This is an optimization exercise on Yosys and OpenROAD, whose aim is small area, a short achievable clock period and few clock cycles, not a production implementation. RTL that was checked went through simulation tests only; none was proved equivalent to the original. Power and IR drop assume default switching activity.

## alu16
module alu16(CK, reset, start, instruction, inputR1, inputR2, outputR, busy, done);
For scale: roughly 780 cells after synthesis, roughly 60 flip-flops, roughly 6100 um2 of cells after synthesis.
clock: 7.5 ns
lec_check: 0
cap_margin: 20
core_margin: 2
core_utilization: 40
setup_slack_margin: 4.3
slew_margin: 20
run.sh (not shown) runs the stock make flow with config.mk's settings and CLKGATE_MAP_FILE= SYNTH_SCRIPT=/design/flow/synth_recipe.tcl, a recipe that flattens the netlist after the stock synthesis.
The starting point ran to the end with no violations.
Then changed:
- SETUP_SLACK_MARGIN: 4.3 -> 2.5
What happened: The changed run went through all stages and came out clean. Global-route usage decreases by 3.3 points. Worst hold slack improves by 0.014 ns. Die area does not change. Flip-flop and latch count stays the same. Via count decreases by roughly a tenth. Design area decreases by about a fifth. Routed wire length decreases by roughly a tenth. Total power decreases by roughly a tenth. Critical path depth decreases by 2. Setup slack degrades by 0.95 ns. Sequential power hardly moves.
Then changed:
- SETUP_SLACK_MARGIN: 2.5 -> 3.8
What happened: The new run produced a clean layout. Die area does not change. Clock skew is about the same. Via count grows by 2.8%. Register-to-register slack improved by 0.82 ns. Design area grows by 5.5%. Fmax rose by 20%.
Then changed:
- SETUP_SLACK_MARGIN: 3.8 -> 4.8
Via count goes up by 15%.
Global-route usage rises by 3.9 points.
Total power came out higher by 19%.
Design area is higher by about 27%.
Die area does not change.
Wire length is higher by 22%.
Final cell count came out higher by 11%.
Clock-buffer cell count stays the same.
Then changed:
- SETUP_SLACK_MARGIN: 4.8 -> not set
Outcome:
- The changed run passed the timing, design-rule and antenna checks
- hold slack got worse by 0.017 ns
- power decreases by 18%
- worst setup slack got worse by 0.90 ns
- sequential cell count stays the same
- global-route usage falls by 3.9 points
- design area goes down by 25%
- utilization drops by 16 points
- die area is unchanged
- via count came out lower by 15%
- critical path depth decreases by 2
- wire length came out lower by 18%
Function was not checked in any run of this note: the RTL went through the layout flow alone.

========
== P ==
Another version of the RTL of alu16 (not shown whole).
Size: ~810 cells after synthesis, ~61 flip-flops, about 56 I/O pins, roughly 6500 um^2 of cells after synthesis.
export LEC_CHECK = 0
export CAP_MARGIN = 20
export CORE_MARGIN = 2
export CORE_UTILIZATION = 40
export SETUP_SLACK_MARGIN = 4.1
export SLEW_MARGIN = 20
create_clock -name core_clock -period 7.5 [get_ports {CK}]
standard.sh (not shown) runs the stock make flow with config.mk's settings and CLKGATE_MAP_FILE= SYNTH_SCRIPT=/design/flow/synth_recipe.tcl, a recipe that flattens the netlist after the stock synthesis.
==> flow/flow/run.sh <==
#!/bin/bash
# Standard layout, with the port buffers built from a regular buffer cell
# instead of the delay cell the resizer picks by default, and the resizer
# free to swap cells across footprints.
export BUFFER_PORTS_ARGS="-buffer_cell sky130_fd_sc_hd__buf_4"
bash standard.sh MATCH_CELL_FOOTPRINT=0 finish > standard.log 2>&1
P went all the way through the flow, and no timing, DRC or antenna check failed.
Testbench counts of P, summed over its fixed seeds: cycles 20,712.
diff inputs: P => Q
Settings: swapping 4.1 for 4.3 in SETUP_SLACK_MARGIN.
==> flow/flow/run.sh <==
#!/bin/bash
# Standard layout, with the port buffers built from a regular buffer cell
# instead of the delay cell the resizer picks by default.
export BUFFER_PORTS_ARGS="-buffer_cell sky130_fd_sc_hd__buf_4"
bash standard.sh > standard.log 2>&1
==> summary.txt <==
Routed wire length on met3 on Q is down relative to P.
Q: count of cell instances traversed by the critical path higher than P
Diff P -> Q | power | up by a few percent
Summary of Q over P: setup slack after layout shows an increase of 0.044 ns, routed length on met2 went up by about 7%, utilization increased by 2.8 points relative to the old numbers.
> inputs changed (Q -> R)
Settings: CTS_CLUSTER_DIAMETER newly set to 200; CTS_BUF_LIST newly set to sky130_fd_sc_hd__clkbuf_8; CTS_CLUSTER_SIZE newly set to 80; SETUP_SLACK_MARGIN changed from 4.3 to 4.1.
==> flow/flow/run.sh <==
#!/bin/bash
# Standard layout, with the port buffers built from the smallest regular
# buffer (the resizer sizes them up where timing needs it) instead of the
# delay cell the resizer picks by default.
export BUFFER_PORTS_ARGS="-buffer_cell sky130_fd_sc_hd__buf_1"
bash standard.sh > standard.log 2>&1
Results
- R ends up with lower total global-route track usage than Q does.
- Against Q, wire length on met2 in R fell by a few percent.
- Comparing Q and R, the lower clock skew is on Q.
- Number of cell instances on the worst register-to-register path sits higher in R than in Q.
- NOTE first-pass GRT wire length Q->R decreased by a few percent
- Per the comparison of R with Q, fraction of power consumed by the clock network has decreased, setup slack at placement has increased, clock power has decreased.
- Side by side, final cell count turned out lower in R than in Q.
What S does differently from R at the input level:
Settings: swapping 40 for 65 in CORE_UTILIZATION; putting PLACE_DENSITY at 0.75 where nothing was set; clearing CTS_CLUSTER_SIZE, which used to be 80; clearing CTS_BUF_LIST, which used to be sky130_fd_sc_hd__clkbuf_8; clearing CTS_CLUSTER_DIAMETER, which used to be 200.
==> flow/flow/run.sh <==
#!/bin/bash
# Standard layout, with the port buffers built from a regular buffer cell
# instead of the delay cell the resizer picks by default.
export BUFFER_PORTS_ARGS="-buffer_cell sky130_fd_sc_hd__buf_4"
bash standard.sh > standard.log 2>&1
==> comparison <==
In the flow results for R and S, the total power divided by cell area is larger on S. Number of fillers in the final layout, R and S: higher on R. A highest metal layer used by the detailed router of met5 is what R shows, while met4 belongs to S. Overall power of the completed layout (S vs. R) increases by a little under 10%. S | status: complete | timing, DRC, antenna: pass. Between R and S, the flow reports number of global-route vias before repair increasing by a few percent.

========
alu16, a different RTL version from the one above (not shown whole).
For scale: roughly 54 flip-flops.
clock: 7.5 ns
lec_check: 0
cap_margin: 20
core_margin: 2
core_utilization: 40
setup_slack_margin: 3.0
slew_margin: 20
run.sh (not shown) runs the stock make flow with config.mk's settings and CLKGATE_MAP_FILE= SYNTH_SCRIPT=/design/flow/synth_recipe.tcl, a recipe that flattens the netlist after the stock synthesis.
Stock flow here: none of the scripts above is used.
Change:
SETUP_SLACK_MARGIN = 3.8   (was 3.0)
Effect:
- The new run finished clean
- clock-buffer cell count is unchanged
- non-clock buffer count rises by 58
- via count rises by a few percent
- final area rises by roughly a tenth
- combinational power rises by a quarter to a third
- core utilization rises by 6.2 points
- cell count rises by a few percent
- total power rises by roughly a tenth
- global-route usage rises by 0.61 points
- die area does not change
Change:
SETUP_SLACK_MARGIN = 4.3   (was 3.8)
=> Combinational power climbs by 20%. Global-route usage climbs by 2.6 points. Routed wire length rises by 8.3%. Maximum frequency grows by 0.62%. Total power increases by about 10%. Sequential share of layout area fell by 2.3 points. Synthesized area is unchanged. Non-clock buffer count is higher by 69. Core utilization grows by 7.9 points. Cell area increases by about 15%. Synthesized cell count is unchanged.
No functional check of the RTL was part of any run of this note.

========
alu16 with an RTL version that a note above also has.
Size in the first run: roughly 810 cells after synthesis, about 56 I/O pins, about 6500 sq um of cells after synthesis.
==> flow/config.mk <==
export PLATFORM = sky130hd
export DESIGN_NAME = alu16
export DESIGN_NICKNAME = alu16
export VERILOG_FILES = /design/flow/design.v
export SDC_FILE = /design/flow/constraint.sdc
export NUM_CORES = 4
export LEC_CHECK = 0
export CAP_MARGIN = 20
export CORE_MARGIN = 2
export CORE_UTILIZATION = 40
export SETUP_SLACK_MARGIN = 4.1
export SLEW_MARGIN = 20
==> flow/constraint.sdc <==
create_clock -name core_clock -period 7.5 [get_ports {CK}]
set_input_delay 1.5000 -clock core_clock [delete_from_list [all_inputs] [get_ports {CK}]]
set_output_delay 1.5000 -clock core_clock [all_outputs]
set_load 0.01 [all_outputs]
standard.sh (not shown) runs the stock make flow with config.mk's settings and CLKGATE_MAP_FILE= SYNTH_SCRIPT=/design/flow/synth_recipe.tcl, a recipe that flattens the netlist after the stock synthesis.
==> flow/flow/run.sh <==
#!/bin/bash
# Standard layout, with the port buffers built from the smallest regular
# buffer (the resizer sizes them up where timing needs it) instead of the
# delay cell the resizer picks by default.
export BUFFER_PORTS_ARGS="-buffer_cell sky130_fd_sc_hd__buf_1"
bash standard.sh > standard.log 2>&1
The baseline passed the timing, design-rule and antenna checks.
Testbench counts at the start, summed over its fixed seeds: cycles 20,712.
Change:
--- a/flow/config.mk
+++ b/flow/config.mk
@@ -9,4 +9,8 @@
 export CORE_MARGIN = 2
 export CORE_UTILIZATION = 40
+export CTS_BUF_LIST = sky130_fd_sc_hd__clkbuf_8
+export CTS_CLUSTER_DIAMETER = 100
+export CTS_CLUSTER_SIZE = 40
+export PLACE_DENSITY = 0.8
 export SETUP_SLACK_MARGIN = 4.1
 export SLEW_MARGIN = 20
Result: The changed run finished with timing, DRC and antenna clean. Setup slack hardly moves. Wire length falls by 10%. Design area falls by 0.95%. Clock-buffer cell count falls by 1. Non-clock buffer count falls by 1. Maximum frequency hardly moves. Total power falls by 7.5%. Flip-flop and latch count is unchanged. Utilization falls by 0.43 points. Cell count does not change.
Change:
==> flow/flow/run.sh (replaced) <==
#!/bin/bash
# Standard layout, with the port buffers built from the smallest regular
# buffer (the resizer sizes them up where timing needs it) instead of the
# delay cell the resizer picks by default.
export BUFFER_PORTS_ARGS="-buffer_cell sky130_fd_sc_hd__buf_2"
bash standard.sh > standard.log 2>&1
--- a/flow/config.mk
+++ b/flow/config.mk
@@ -9,8 +9,4 @@
 export CORE_MARGIN = 2
 export CORE_UTILIZATION = 40
-export CTS_BUF_LIST = sky130_fd_sc_hd__clkbuf_8
-export CTS_CLUSTER_DIAMETER = 100
-export CTS_CLUSTER_SIZE = 40
-export PLACE_DENSITY = 0.8
 export SETUP_SLACK_MARGIN = 4.1
 export SLEW_MARGIN = 20
Count of clock-buffer cells in the layout decreases by 1; die area does not change; sequential share of layout area is lower by 0.31 points; routed wire length rose by 8.5%.

========
== run 1 ==
The RTL this note starts from:
==> flow/design.v <==
module alu16(CK, reset, start, instruction, inputR1, inputR2, outputR, busy, done);
	input [15:0] inputR1, inputR2;
	input [2:0] instruction;
	input CK, reset, start;
	output [15:0] outputR;
	output reg busy;
	output reg done;
	reg [15:0] ra, rb, rc;
	reg        st_alu, st_mul, st_pre, st_div;
	reg        sub, osel;
	reg [3:0]  cnt;
	reg        triv;
	wire go = start & ~busy;
	function [3:0] msb;
		input [15:0] v;
		integer i;
		begin
			msb = 4'd0;
			for (i = 0; i < 16; i = i + 1)
				if (v[i]) msb = i;
		end
	endfunction
	function [3:0] nib;
		input [15:0] v;
		begin
			nib[3] = |v[15:12];
			nib[2] = |v[15:8];
			nib[1] = |v[15:4];
			nib[0] = |v;
		end
	endfunction
	wire [15:0] mq  = (~st_mul | rb[0]) ? ra : (rb[1] ? {ra[14:0], 1'b0} : 16'd0);
	wire [15:0] Q   = sub ? ~rb : mq;
	wire        m1  = (rb[1:0] == 2'b11);     
	wire        cin = sub | st_pre;
	wire [17:0] S2  = {1'b0, rc, 1'b1} + {1'b0, Q, cin};
	wire [15:0] S   = S2[16:1];
	wire        ge  = S2[17];
	wire [3:0]  pa = msb(inputR1);
	wire [3:0]  pb = msb(inputR2);
	wire        zb = (rb == 16'd0);
	wire [3:0]  na = nib(inputR1);
	wire [3:0]  nb = nib(inputR2);
	wire        t1   = (inputR2[1:0] == 2'b11);   
	wire        mul1 = t1 ? (inputR2[15:1] == 15'd0) : (inputR2[15:2] == 14'd0);  
	wire        dv0  = ((nb & ~na) != 4'd0);  
	wire        fast = ((instruction == 3'b010) & mul1) | (((instruction == 3'b011) | (instruction == 3'b100)) & dv0);
	assign outputR = osel ? ra : rc;
	always @(posedge CK) begin
		if (reset) begin
			busy   <= 1'b0;
			done   <= 1'b0;
			st_alu <= 1'b0;
			st_mul <= 1'b0;
			st_pre <= 1'b0;
			st_div <= 1'b0;
		end
		else begin
			done <= 1'b0;
			if (go) begin
				sub  <= (instruction == 3'b001);
				osel <= (instruction == 3'b100);
				case (instruction)
					3'b000: begin ra <= inputR1; rc <= inputR2; end
					3'b001: begin rb <= inputR1; rc <= 16'd0; end
					3'b010: begin
						ra <= t1 ? {inputR1[14:0], 1'b0} : {inputR1[13:0], 2'b00};
						rb <= t1 ? {1'b0, inputR2[15:1]} : {2'b00, inputR2[15:2]};
						rc <= inputR2[0] ? inputR1 : (inputR2[1] ? {inputR1[14:0], 1'b0} : 16'd0);
					end
					3'b011, 3'b100: begin
						ra   <= 16'd0;
						rb   <= inputR2;
						rc   <= inputR1;
						cnt  <= pa - pb;
						triv <= (pa < pb);
					end
					3'b101: rc <= inputR1 & inputR2;
					3'b110: rc <= inputR1 | inputR2;
					default: rc <= 16'd0;
				endcase
				st_alu <= (instruction == 3'b000) | (instruction == 3'b001);
				st_mul <= (instruction == 3'b010) & ~mul1;
				st_pre <= ((instruction == 3'b011) | (instruction == 3'b100)) & ~dv0;
				busy   <= ((instruction[2] == 1'b0) | (instruction == 3'b100)) & ~fast;
				done   <= ((instruction[2] == 1'b1) & (instruction != 3'b100)) | fast;
			end
			else if (st_alu) begin
				rc     <= S;
				st_alu <= 1'b0;
				busy   <= 1'b0;
				done   <= 1'b1;
			end
			else if (st_mul) begin
				rc <= S;
				ra <= m1 ? {ra[14:0], 1'b0} : {ra[13:0], 2'b00};
				rb <= m1 ? {1'b0, rb[15:1]} : {2'b00, rb[15:2]};
				if (m1 ? (rb[15:1] == 15'd0) : (rb[15:2] == 14'd0)) begin
					st_mul <= 1'b0;
					busy   <= 1'b0;
					done   <= 1'b1;
				end
			end
			else if (st_pre) begin
				st_pre <= 1'b0;
				if (zb) begin
					rc   <= S;
					ra   <= 16'hffff;
					busy <= 1'b0;
					done <= 1'b1;
				end
				else if (triv) begin
					busy <= 1'b0;
					done <= 1'b1;
				end
				else begin
					rb     <= rb << cnt;
					sub    <= 1'b1;
					st_div <= 1'b1;
				end
			end
			else if (st_div) begin
				if (ge) rc <= S;
				ra  <= {ra[14:0], ge};
				rb  <= rb >> 1;
				cnt <= cnt - 4'd1;
				if (cnt == 4'd0) begin
					st_div <= 1'b0;
					busy   <= 1'b0;
					done   <= 1'b1;
				end
			end
		end
	end
endmodule
Settings: LEC_CHECK=0, CAP_MARGIN=20, CORE_MARGIN=2, CORE_UTILIZATION=40, SETUP_SLACK_MARGIN=4.1, SLEW_MARGIN=20; clock period 7.5 ns.
==> flow/flow/run.sh <==
#!/bin/bash
# Standard layout, with the port buffers built from a regular buffer cell
# instead of the delay cell the resizer picks by default.
export BUFFER_PORTS_ARGS="-buffer_cell sky130_fd_sc_hd__buf_4"
bash standard.sh > standard.log 2>&1
Testbench counts of run 1, summed over its fixed seeds: cycles 20,712.
Changes in run 2 relative to run 1:
Settings: SETUP_SLACK_MARGIN changed from 4.1 to 4.2; CTS_BUF_LIST newly set to sky130_fd_sc_hd__clkbuf_8.
==> flow/flow/run.sh <==
#!/bin/bash
# Standard layout, with the port buffers built from the smallest regular
# buffer (the resizer sizes them up where timing needs it) instead of the
# delay cell the resizer picks by default.
export BUFFER_PORTS_ARGS="-buffer_cell sky130_fd_sc_hd__buf_1"
bash standard.sh > standard.log 2>&1
Results
- Across run 1 and run 2, none had a timing, DRC or antenna violation.
- Comparing run 2 against run 1, there is no change at all in compound-cell area share of the yosys netlist.
- Taking run 1 as the reference point, the clock-buffer cell count of run 2 falls by 2.
- Run 1 reports its start point of the critical path as instruction[1] while run 2 reports inputR1[1].
- Run 2 leaves more setup margin than run 1.
- NOTE number of nets at the end of the flow run 1->run 2 increased slightly
Relative to run 2, the following input files were edited for run 3:
Settings: CTS_CLUSTER_DIAMETER newly set to 100; CTS_CLUSTER_SIZE newly set to 40; GPL_ROUTABILITY_DRIVEN newly set to 0; SETUP_SLACK_MARGIN changed from 4.2 to 4.1.
Notes after the runs:
Peak supply drop in run 3 is 24% higher than in run 2. In the metrics for run 3 and run 2, the one carrying the lower length of the first detailed-routing pass in iterations is run 2. Wire length on met3, run 3 and run 2: larger value in run 2. NOTE: proportion of final cell area spent on non-clock buffers in run 3 falls short of that of run 2. When run 3 is measured against run 2, its total wire length after detailed routing turns out 300 um lower. On synthesized instance count, run 3 and run 2 are neck and neck. Between run 2 and run 3, count of buffering cells on the critical path with inverters included increased. Vias: run 3 fewer than run 2. Diff run 3 and run 2: clock power higher in run 3. Taking run 2 as the reference, in run 3 global routing usage on met2 comparable, total power now larger.
--- input diff run 3..run 4 ---
Settings: removing GPL_ROUTABILITY_DRIVEN (formerly 0).
Notes after the runs:
- Run 4 vs. run 3: clock network area share dropped 0.92 points, global-route usage now sits higher, combinational share of power up 3.5 points, portion of total power attributed to the clock network has decreased, total power consumption of the routed design went down 4.5%.
- For run 4, the standard cell with the maximum stage delay on the critical path was sky130_fd_sc_hd__edfxtp_1, unlike run 3, where it was sky130_fd_sc_hd__fa_2.

-- what the ideal ports hide --
The results above use ideal ports. As a check the final layouts listed here were re-extracted and re-timed, cells and wires unchanged. Step 1, drivers: a clkbuf_16 drives CK and a buf_2 each remaining input, both assumed. Step 2 moves the port delays by t, midway between the first and last clock arrival at a register: inputs arrive t later, outputs are due t later. That takes back most of the time a late clock gives input paths. Slacks: no drivers / after step 1 / after step 2; pairs: no drivers / after step 1.
run | t, ns | slack for setup (ns) | worst setup path after step 2
the first run of note 1 | 0.387 | 4.031 / 4.031 / 3.940 | input to register
the second run of note 1 | 0.386 | 3.085 / 3.085 / 2.745 | input to register
the third run of note 1 | 0.383 | 3.828 / 3.850 / 3.470 | input to register
the fourth run of note 1 | 0.379 | 3.987 / 3.987 / 3.972 | input to register
the fifth run of note 1 | 0.386 | 3.085 / 3.085 / 2.745 | input to register
P | 0.387 | 4.139 / 4.127 / 3.771 | input to register
Q | 0.380 | 4.183 / 4.157 / 3.777 | input to register
R | 0.404 | 4.198 / 4.163 / 3.842 | input to register
S | 0.381 | 4.074 / 4.083 / 3.702 | input to register
the first run of note 3 | 0.348 | 3.109 / 3.121 / 2.773 | input to register
the second run of note 3 | 0.348 | 3.476 / 3.433 / 3.085 | input to register
the third run of note 3 | 0.359 | 3.500 / 3.452 / 3.093 | input to register
the first run of note 4 | 0.378 | 4.163 / 4.177 / 3.800 | input to register
the second run of note 4 | 0.386 | 4.162 / 4.169 / 3.783 | input to register
the third run of note 4 | 0.386 | 4.116 / 4.133 / 3.748 | input to register
run 1 | 0.378 | 4.185 / 4.186 / 3.824 | input to register
run 2 | 0.404 | 4.246 / 4.241 / 3.837 | input to register
run 3 | 0.403 | 4.185 / 4.166 / 3.796 | input to register
run 4 | 0.404 | 4.198 / 4.163 / 3.842 | input to register
After both steps setup and hold are still met in every run listed. For run 2, which loses most, drivers alone change the setup slack by -0.005 ns; drivers and shift together by -0.409 ns.
